This design comes from an exercise in tuning for small area on the open sky130 flow, not from production work.
Only simulation tests tie the RTL to the original design; equivalence was not proved.
Power and IR drop assume default switching activity.

==> flow/design.v (outline; a module is shown in full before it is edited, if it fits) <==
// module g_inv: 3 lines
// module g_nand2: 3 lines
// module g_nor2: 3 lines
// module g_nand3: 3 lines
// module g_a21oi: 3 lines
// module g_a21boi: 3 lines
// module g_o21ai: 3 lines
// module g_o22ai: 3 lines
// module arbiter256: 2868 lines
module arbiter256 (
	input enable,
	input [255:0] req,
	output [255:0] grant,
	output reg [7:0] select,
	output reg valid,
	input clock,
	input reset
);
  // ...
==> flow/flow/run.sh <==
#!/bin/bash
# The standard layout (standard.sh), with three changes:
#  - after synthesis, every combinational cell is sized down to the
#    smallest cell of its function (flow/downsize.tcl); timing repair
#    sizes up again where needed;
#  - the port buffers are the smallest buffer cell;
#  - clock tree synthesis options from flow/cts_args.txt, if present.
cp standard.sh standard_sh.txt
export POST_SYNTH_TCL="$PWD/flow/downsize.tcl"
export BUFFER_PORTS_ARGS="-buffer_cell sky130_fd_sc_hd__buf_1"
if [[ -f flow/cts_args.txt ]]; then
  export CTS_ARGS="$(cat flow/cts_args.txt)"
fi
bash standard.sh > standard.log 2>&1
==> flow/flow/cts_args.txt <==
-sink_clustering_enable -repair_clock_nets -dont_use_dummy_load -buf_list {sky130_fd_sc_hd__clkbuf_4 sky130_fd_sc_hd__clkbuf_8} -sink_clustering_size 24
==> flow/flow/downsize.tcl <==
# Size every combinational cell from synthesis down to the smallest cell of
# the same function (timing repair later sizes up where timing needs it).
set n 0
foreach inst [get_cells *] {
  set cell [get_property $inst ref_name]
  if {![regexp {^(sky130_fd_sc_hd__([a-z0-9]+))_([0-9]+)$} $cell -> base fn drive]} { continue }
  if {[regexp {^(df|dl|sdf|edf|sedf|clk|buf|conb|tap|fill|decap|diode)} $fn]} { continue }
  set best $cell
  set best_area [get_property [get_lib_cells $cell] area]
  foreach lc [get_lib_cells ${base}_*] {
    set name [get_property $lc name]
    if {![regexp "^${base}_\[0-9\]+\$" $name]} { continue }
    if {[get_property $lc dont_use]} { continue }
    set a [get_property $lc area]
    if {$a < $best_area - 1e-6} { set best $name; set best_area $a }
  }
  if {$best ne $cell} {
    replace_cell $inst $best
    incr n
  }
}
puts "downsize: replaced $n cells"
==> flow/standard.sh <==
#!/bin/bash
# synth_recipe.tcl (not shown) runs the flow's synth.tcl, then flattens the netlist and writes it again
# the make line also repeats each setting of config.mk as NAME=value (left out here)
make -C /OpenROAD-flow-scripts/flow DESIGN_CONFIG=/design/flow/config.mk WORK_HOME=/design/flow/orfs CLKGATE_MAP_FILE= SYNTH_SCRIPT=/design/flow/synth_recipe.tcl "${@:-finish}"
==> flow/config.mk <==
export PLATFORM = sky130hd
export DESIGN_NAME = arbiter256
export DESIGN_NICKNAME = arbiter256
export VERILOG_FILES = /design/flow/design.v
export SDC_FILE = /design/flow/constraint.sdc
export NUM_CORES = 4
export LEC_CHECK = 0
export CAP_MARGIN = 20
export CORE_MARGIN = 2
export CORE_UTILIZATION = 40
export GPL_TIMING_DRIVEN = 0
export SLEW_MARGIN = 20
export SYNTH_HIERARCHICAL = 1
==> flow/constraint.sdc <==
create_clock -name core_clock -period 3.5 [get_ports {clock}]
set_input_delay 0.7000 -clock core_clock [delete_from_list [all_inputs] [get_ports {clock}]]
set_output_delay 0.7000 -clock core_clock [all_outputs]
set_load 0.01 [all_outputs]
==> impl_metrics.json, run 1 <==
{
  "p_per_area_nw_per_um2": 569.7,
  "dr_wl_met2_mm": 25.75,
  "comb_cell_power_uw": 3900,
  "p_int_uw": 6105,
  "drt-met1-wl_mm": 24.28,
  "clk-insertion-delay-late_ns": 0.61,
  "cp-start-kind": "flop",
  "nNonClkInverters": 269,
  "top_area_cell_class": "multi-input gates",
  "fin_skew_ns": 0.05121,
  "grt_pass1_wl_mm": 82.42,
  "critPathMaxFanout": 16,
  "fill_cells": 3763,
  "setup_viol": 0,
  "fin_util_pct": 49.83,
  "multi_input_area_share_pct": 40.22,
  "largest_register_ffs": 255,
  "fin_crit_sh_pct": 95.88,
  "final-clk-cell-share_pct": 3.610,
  "met3_length_mm": 5.536,
  "num-clock-buffers": 49,
  "cp_top_family": "simple AND/OR/NAND/NOR gates",
  "clk-power_uw": 2440,
  "worstSetupEndpoint": "grant[73]",
  "avgSynthCellArea_um2": 7.819,
  "fin_area_um2": 18680,
  "use_met2_pct": 43.00,
  "p_leak_uw": 0.007362,
  "seq_share_pct": 35.50,
  "cts_buffers": 49,
  "final_cells": 3038,
  "syn-cell-area_um2": 15140,
  "gr-usage-all-layers_pct": 27.67,
  "grt.busiest_layer": "met2",
  "routed_wl_mm": 57.56,
  "cp_num_cells": 5,
  "antenna_left": 0,
  "status": "finished clean",
  "setup_tns_ns": 0,
  "drt-initial-drc-count": 1380,
  "cp_num_buf_inv": 2,
  "via_per_inst": 5.594,
  "cpMaxStageDelayCell": "nand2_1",
  "n_antenna_cell": 9
}
==> run 2, diff against run 1 <==
removed: flow/flow/cts_args.txt
==> impl_metrics.json, run 2 <==
{
  "p_leak_uw": 0.007550,
  "p_per_area_nw_per_um2": 608.7,
  "max_cap_violations": 0,
  "fin_crit_sh_pct": 92.04,
  "cts_buffers": 34,
  "rrSetupSlack_ns": 1.17,
  "fill_cells": 3723,
  "gr-total-overflow": 0,
  "cts_tree": "done",
  "die_area_um2": 39420,
  "clockBufferDepth": 3,
  "ioPinCount": 524,
  "cpMostUsedCell": "nor2_1",
  "cts.repair.resized": 0,
  "cts.sinks": 265,
  "area_growth_pct": 26.08,
  "cpPeakStageDelay_ns": 0.63,
  "startpoint": "select[5]$_DFF_PP0_",
  "rr_startpoint": "s[247]$_DFF_PP0_",
  "maxSlewViolCount": 0,
  "drive_above_1_share_pct": 2.574,
  "combPwrFrac_pct": 33.6,
  "setup_viol": 0,
  "die_height_um": 198.5,
  "peakVddDrop_v": 0.0003506,
  "layout_commonest_cell": "buf_1",
  "final_cell_mix": "523 x buf_1, 502 x o22ai_1, 442 x nor2_1",
  "drt-pass1-iter-count": 7,
  "critPathKind": "reg2out",
  "place_ws_ns": 0.7624,
  "p_seq_share_pct": 37.0,
  "critPathArrivalTime_ns": 2.52,
  "p_sw_uw": 4680,
  "status": "finished clean",
  "grt_pass1_wl_mm": 82.46,
  "use_met1_pct": 36.56,
  "place_hpwl_mm": 44.82,
  "clkPwrFrac_pct": 29.3,
  "maxClockFrequency_mhz": 310.4,
  "synth_nets": 2195,
  "crit_chain": "inv_1, nor2_1, nand3_1, nor2_1, buf_1",
  "grt.busiest_layer": "met2",
  "swShare_pct": 40.29,
  "fp.coreArea_um2": 37490,
  "htreeDepth": 2,
  "rsz0062_at_grt": "false",
  "antenna_found_initial": 18,
  "syn_inst": 1936,
  "hold_violations": 0,
  "drt-initial-drc-count": 1415,
  "postCtsSetupBuffers": 0,
  "cts-root-buf": "clkbuf_16",
  "grt_max_degree": 32,
  "initial_core_util_pct": 40.38,
  "cpMaxStageDelayCell": "nand3_1",
  "gp_congestion": 0.9389,
  "ys_warn_count": 7,
  "fin_nets": 2764,
  "fin_util_pct": 50.91,
  "period_needed_ns": 3.221,
  "gr-usage-met3_pct": 7.053,
  "use_met2_pct": 43.01,
  "setup_tns_ns": 0,
  "io_buffers": 523,
  "cp_num_buf_inv": 2,
  "reg_top3": "s x255, select x8",
  "routed_wl_mm": 57.70,
  "via_per_inst": 5.622,
  "worst_pin_slew_ns": 1.182,
  "syn-cell-area_um2": 15140,
  "gr-usage-all-layers_pct": 27.48,
  "cp-start-kind": "flop",
  "top_register": "s",
  "wl_per_cell_um": 18.92,
  "antenna_left": 0,
  "cp_top_family": "simple AND/OR/NAND/NOR gates",
  "fp.dieW_um": 198.5,
  "clk_pin_slew_ns": 0.06,
  "p_int_uw": 6936,
  "relSlewSlack_pct": 20.99,
  "grt_pass1_vias": 14749,
  "vias": 17140,
  "clk-insertion-delay-late_ns": 0.52,
  "crit_required_ns": 2.80,
  "avgSynthCellArea_um2": 7.819,
  "setup_ws_ns": 0.2786,
  "end_kind": "output pin",
  "critPathMaxFanout": 16,
  "hold_path_class": "in2async",
  "largest_register_ffs": 255,
  "drcViolationCount": 0,
  "rows": 71,
  "hold_ws_ns": 0.1929,
  "fin_skew_ns": 0.03562,
  "holdBufCountCts": 0
}
## run 2: changes by cell type in the layout (fill, tap and decap cells not counted), moves of 3 or more
cell / delta
clkbuf_1: +4
clkbuf_8: -39
diode_2: +4
clkinv_2: +5
clkbuf_16: +34
nand3_2: -3
nand3_1: +3
## run 2: cell type report
class	count	area [um2]	area share (%)
timing repair buffer	533	2186	11.45
clock buffer	48	1003	5.258
clock inverter	8	80.08	0.4196
antenna	13	32.53	0.1704
sequential	265	6633	34.75
inverter	269	1013	5.310
multi-input combinational	1402	7498	39.29
tap	511	639.4	3.350
## run 2: path summary, 6_finish.rpt
check                      depth (start not counted)          endpoint
hold reg to reg                                    2  s[132]$_DFF_PP0_
setup reg to reg                                  10  ev_n_q$_DFF_PP1_
hold / removal                                     2  s[252]$_DFF_PP0_
setup / recovery                                   5        grant[254]
min in group core_clock                            2  s[138]$_DFF_PP0_
max in group asynchronous                          7  s[129]$_DFF_PP0_
## run 2: power groups by stage
stage | clock network (uW) | logic, uW | registers (uW)
2_1_floorplan | 0 | 2460 | 4170
4_1_cts | 3500 | 3830 | 4300
3_5_place_dp | 0 | 3820 | 4350
6_report | 3410 | 3910 | 4300
5_1_grt | 3630 | 4210 | 4410
3_3_place_gp | 0 | 3680 | 4310
## run 2: stage by stage
stage	cell area, um2	power, uW	std cells
after global routing	19080	12260	3045
after CTS	19050	11630	3036
after floorplan	15140	6629	1936
after detailed placement	17970	8166	2980
after global placement	17740	7984	2970
final	19090	11620	3049
## run 2: metal layers
layer	wire length (um)	vias up
li1	-	8258
met1	24170	7995
met2	25920	760
met3	5683	117
met4	1848	10
met5	78	-
==> run 3, diff against run 2 <==
==> flow/flow/cts_args.txt (new file) <==
-sink_clustering_enable -repair_clock_nets -dont_use_dummy_load -buf_list {sky130_fd_sc_hd__clkbuf_16} -sink_clustering_size 30 -sink_clustering_max_diameter 100
==> impl_metrics.json, run 3 <==
{
  "via_per_inst": 5.615,
  "clk_pin_slew_ns": 0.12,
  "max_cap_violations": 0,
  "die_area_um2": 39420,
  "htreeDepth": 1,
  "grt_pass1_vias": 14614,
  "drt-initial-drc-count": 1390,
  "p_int_uw": 5590,
  "avgSynthCellArea_um2": 7.819,
  "total_power_uw": 9945,
  "cts.sinks": 265,
  "fin_crit_sh_pct": 94.45,
  "rr_startpoint": "s[244]$_DFF_PP0_",
  "worst_pin_slew_ns": 1.245,
  "swShare_pct": 43.79,
  "antenna_left": 0,
  "p_leak_uw": 0.007182,
  "antenna_found_initial": 14,
  "die_height_um": 198.5,
  "startpoint": "select[0]$_DFF_PP0_",
  "clk-insertion-delay-late_ns": 0.52,
  "holdBufCountCts": 0,
  "postCtsSetupBuffers": 0,
  "routed_wl_mm": 56.95,
  "fp.coreArea_um2": 37490,
  "grt_max_degree": 32,
  "wl_per_cell_um": 18.98,
  "fin_area_um2": 18340,
  "initial_core_util_pct": 40.38,
  "fill_cells": 3765,
  "layout_commonest_cell": "buf_1",
  "ioPinCount": 524,
  "placed_area_um2": 17970,
  "maxClockFrequency_mhz": 302.5,
  "fin_skew_ns": 0.08903,
  "period_needed_ns": 3.306,
  "p_seq_share_pct": 43.2,
  "p_per_area_nw_per_um2": 542.2,
  "hold_path_class": "in2async",
  "gr-usage-all-layers_pct": 27.16,
  "largest_register_ffs": 255,
  "cts_buffers": 14,
  "relSlewSlack_pct": 16.79,
  "critPathMaxFanout": 16,
  "rsz0062_at_grt": "false",
  "drt-pass1-iter-count": 6,
  "p_sw_uw": 4355,
  "fin_util_pct": 48.93,
  "grt_pass1_wl_mm": 82.21,
  "cts.repair.resized": 0,
  "place_hpwl_mm": 44.82,
  "cts_tree": "done",
  "synth_nets": 2195,
  "gr-total-overflow": 0,
  "critPathKind": "reg2out",
  "crit_required_ns": 2.80,
  "syn-cell-area_um2": 15140,
  "maxSlewViolCount": 0,
  "syn_inst": 1936,
  "peakVddDrop_v": 0.0003156,
  "fin_nets": 2744,
  "critPathArrivalTime_ns": 2.61,
  "reg_top3": "s x255, select x8",
  "ys_warn_count": 7,
  "combPwrFrac_pct": 39.1,
  "setup_viol": 0,
  "clockBufferDepth": 3,
  "rows": 71,
  "clkPwrFrac_pct": 17.7,
  "io_buffers": 523,
  "area_growth_pct": 21.17,
  "top_register": "s",
  "hold_violations": 0,
  "drive_above_1_share_pct": 1.128,
  "final_cell_mix": "523 x buf_1, 502 x o22ai_1, 442 x nor2_1",
  "cts-root-buf": "clkbuf_16",
  "fp.dieW_um": 198.5,
  "status": "finished clean",
  "end_kind": "output pin",
  "drcViolationCount": 0,
  "setup_tns_ns": 0,
  "cp-start-kind": "flop",
  "vias": 16851,
  "gp_congestion": 0.9389
}
[run 3: cell count changes in the layout (fill, tap and decap cells not counted), sizes merged]
cell    before  now
clkbuf      48   14
clkinv       7    0
diode       13    7
bufinv       1    0
[run 3: path summary, 6_finish.rpt]
kind,endpoint,slack [ns],cells after the start
max in group asynchronous,s[129]$_DFF_PP0_,2.04,7
worst max register to register,ev_n_q$_DFF_PP1_,1.14,10
worst min-delay path,s[59]$_DFF_PP0_,0.19,2
worst max-delay path,grant[73],0.19,5
worst min register to register,s[193]$_DFF_PP0_,0.60,2
min in group core_clock,s[138]$_DFF_PP0_,0.40,2
[run 3: worst max-delay path: stages (launching register included)]
cell     delay [ns]
dfrtp_1        0.42
inv_1          0.07
nor2_1         0.21
nand2_1        0.79
nor2_1         0.42
buf_1          0.19
[run 3: layout make-up]
cell class | count | area [um2] | area share (%)
antenna | 7 | 17.52 | 0.09550
clock buffer | 14 | 350.3 | 1.910
inverter | 269 | 1013 | 5.525
multi-input combinational | 1402 | 7503 | 40.91
sequential | 265 | 6633 | 36.16
tap | 511 | 639.4 | 3.486
timing repair buffer | 533 | 2186 | 11.92
[run 3: power groups by stage]
stage	sequential, uW	combinational (uW)	clock [uW]
after floorplan	4170	2460	0
after global placement	4310	3680	0
after detailed placement	4350	3820	0
after CTS	4290	3830	1820
after global routing	4400	4210	1910
final	4300	3890	1760
[run 3: stage by stage]
step           hold WS (ns)  setup WS [ns]  instances
5_1_grt              0.1895        0.05418       3000
3_5_place_dp         0.5844         0.7624       2980
6_report             0.1870         0.1942       3001
2_1_floorplan        0.5376        -0.6967       1936
4_1_cts              0.1756         0.1870       2994
3_3_place_gp         0.5723         -2.770       2970
[run 3: layer usage]
metal / GRT usage, % / part of all wire, % / vias up
li1: - / - / 8175
met1: 36.28 / 43 / 7925
met2: 43.42 / 45 / 640
met3: 6.867 / 9.2 / 97
met4: 8.292 / 3.2 / 14
met5: 0 / 0.17 / -
==> run 4, diff against run 3 <==
==> flow/flow/cts_args.txt (replaced) <==
-sink_clustering_enable -repair_clock_nets -dont_use_dummy_load -buf_list {sky130_fd_sc_hd__clkbuf_8} -sink_clustering_size 16 -sink_clustering_max_diameter 80
==> impl_metrics.json, run 4 <==
{
  "status": "finished clean",
  "peakVddDrop_v": 0.0002734,
  "critPathMaxFanout": 16,
  "swShare_pct": 44.58,
  "postCtsSetupBuffers": 0,
  "critPathArrivalTime_ns": 2.62,
  "gr-usage-all-layers_pct": 27.05,
  "antenna_found_initial": 13,
  "place_hpwl_mm": 44.82,
  "grt_pass1_wl_mm": 81.69,
  "period_needed_ns": 3.320,
  "clk_pin_slew_ns": 0.11,
  "maxClockFrequency_mhz": 301.2,
  "cts_tree": "done",
  "layout_commonest_cell": "buf_1",
  "cts.sinks": 265,
  "rr_endpoint": "ev_n_q$_DFF_PP1_",
  "combPwrFrac_pct": 40.0,
  "largest_register_ffs": 255,
  "fp.coreArea_um2": 37490,
  "antenna_left": 0,
  "hold_path_class": "in2async",
  "max_cap_violations": 0,
  "clk-insertion-delay-late_ns": 0.55,
  "wl_per_cell_um": 18.92,
  "syn-cell-area_um2": 15140,
  "hold_ws_ns": 0.1443,
  "ff_latch_area_um2": 6633,
  "final_cell_mix": "523 x buf_1, 502 x o22ai_1, 442 x nor2_1",
  "relSlewSlack_pct": 19.39,
  "die_area_um2": 39420,
  "drive_above_1_share_pct": 1.445,
  "reg_top3": "s x255, select x8",
  "cp-start-kind": "flop",
  "fill_cells": 3782,
  "setup_ws_ns": 0.1797,
  "ff2ff_path_depth": 10,
  "total_power_uw": 9772,
  "p_per_area_nw_per_um2": 533.9,
  "rr_startpoint": "s[247]$_DFF_PP0_",
  "worst_pin_slew_ns": 1.206,
  "initial_core_util_pct": 40.38,
  "critPathKind": "reg2out",
  "via_per_inst": 5.604,
  "grt_max_degree": 32,
  "syn_inst": 1936,
  "ys_warn_count": 7,
  "p_seq_share_pct": 43.9,
  "cts_buffers": 21,
  "ioPinCount": 524,
  "io_buffers": 523,
  "drt-initial-drc-count": 1273,
  "htreeDepth": 1,
  "setup_tns_ns": 0,
  "place_ws_ns": 0.7624,
  "clockBufferDepth": 3,
  "rrSetupSlack_ns": 1.16,
  "fin_crit_sh_pct": 94.86,
  "fp.dieW_um": 198.5,
  "p_leak_uw": 0.007168,
  "synth_nets": 2195,
  "rsz0062_at_grt": "false",
  "clkPwrFrac_pct": 16.1,
  "gr-total-overflow": 0,
  "routed_wl_mm": 56.94,
  "die_height_um": 198.5,
  "p_sw_uw": 4356,
  "vias": 16867,
  "avgSynthCellArea_um2": 7.819,
  "top_register": "s",
  "maxSlewViolCount": 0,
  "gp_congestion": 0.9389,
  "crit_required_ns": 2.80,
  "fin_nets": 2752,
  "hold_violations": 0,
  "rows": 71,
  "drcViolationCount": 0,
  "multi_input_area_um2": 7506,
  "end_kind": "output pin",
  "p_int_uw": 5416,
  "area_growth_pct": 20.89,
  "grt_pass1_vias": 14584,
  "setup_viol": 0,
  "fin_skew_ns": 0.03384,
  "drt-pass1-iter-count": 6,
  "cts-root-buf": "clkbuf_8"
}
[run 4: worst max-delay path by stage]
stage	slack, ns	start	end
after floorplan	-0.70	reset	s[100]$_DFF_PP0_
after global placement	-2.77	reset	s[169]$_DFF_PP0_
after detailed placement	0.76	select[7]$_DFF_PP0_	grant[254]
after CTS	0.13	select[7]$_DFF_PP0_	grant[254]
after global routing	0.003	select[7]$_DFF_PP0_	grant[239]
final	0.18	select[7]$_DFF_PP0_	grant[239]
[run 4: through the flow]
step	instance area, um2	std cells	utilization, %
after CTS	18260	3001	48.70
final	18300	3010	48.82
after global routing	18300	3009	48.81
after global placement	17740	2970	47.33
after detailed placement	17970	2980	47.93
after floorplan	15140	1936	-
[run 4: layout make-up]
class                      count  share of cell area [%]
antenna                        8                  0.1094
clock buffer                  21                   1.579
inverter                     269                   5.538
multi-input combinational   1402                   41.01
sequential                   265                   36.24
tap                          511                   3.494
timing repair buffer         534                   12.03
[run 4: layer usage]
layer | routed length (um) | part of all wire (%) | vias up | GRT usage (%)
met3 | 5069 | 8.9 | 89 | 5.426
met1 | 24600 | 43 | 7894 | 37.16
met2 | 25600 | 45 | 680 | 43.17
met4 | 1593 | 2.8 | 10 | 8.126
li1 | - | - | 8194 | -
met5 | 69 | 0.12 | - | 0
[run 4: power groups by stage]
stage          combinational, uW  sequential, uW  clock, uW
2_1_floorplan               2460            4170          0
3_3_place_gp                3680            4310          0
3_5_place_dp                3820            4350          0
4_1_cts                     3830            4290       1650
5_1_grt                     4210            4400       1740
6_report                    3910            4290       1570
[run 4: critical path: stages, from the launching register on]
cell	delay [ns]
dfrtp_1	0.51
inv_1	0.09
nor2_1	0.31
nand3_1	0.67
nor2_1	0.29
buf_1	0.18
[run 4: what timing repair did]
item,CTS,global route
endpoints found under the setup margin,0,8
gates resized for setup,0,2
hold buffers,0,0

[static timing again, ports no longer ideal]
No port has a modelled driver above. Below, the same layouts with a new extraction and two added sets of constraints.
Step 1: set_driving_cell puts a clkbuf_16 on clock and a buf_2 on each other input, an assumption about the parent block.
Step 2 times the ports against the registers' clock, not the clock port: input delays grow and output delays shrink by t, the midpoint of the rising clock arrivals with the driver on.
Three values: no drivers, after step 1, after step 2; two values: the first two.
run | t (ns) | slack for setup (ns) | hold slack, ns | worst setup path after step 2 | worst data-port slew with drivers (ns)
run 1 | 0.637 | 0.144 / 0.087 / 0.725 | 0.129 / 0.094 / 0.593 | register to output | 0.13
run 2 | 0.556 | 0.279 / 0.220 / 0.776 | 0.193 / 0.156 / 0.594 | register to output | 0.14
run 3 | 0.532 | 0.194 / 0.138 / 0.670 | 0.187 / 0.153 / 0.599 | register to output | 0.16
run 4 | 0.589 | 0.180 / 0.126 / 0.716 | 0.144 / 0.113 / 0.603 | register to output | 0.14
After both steps setup and hold are still met in every run listed.
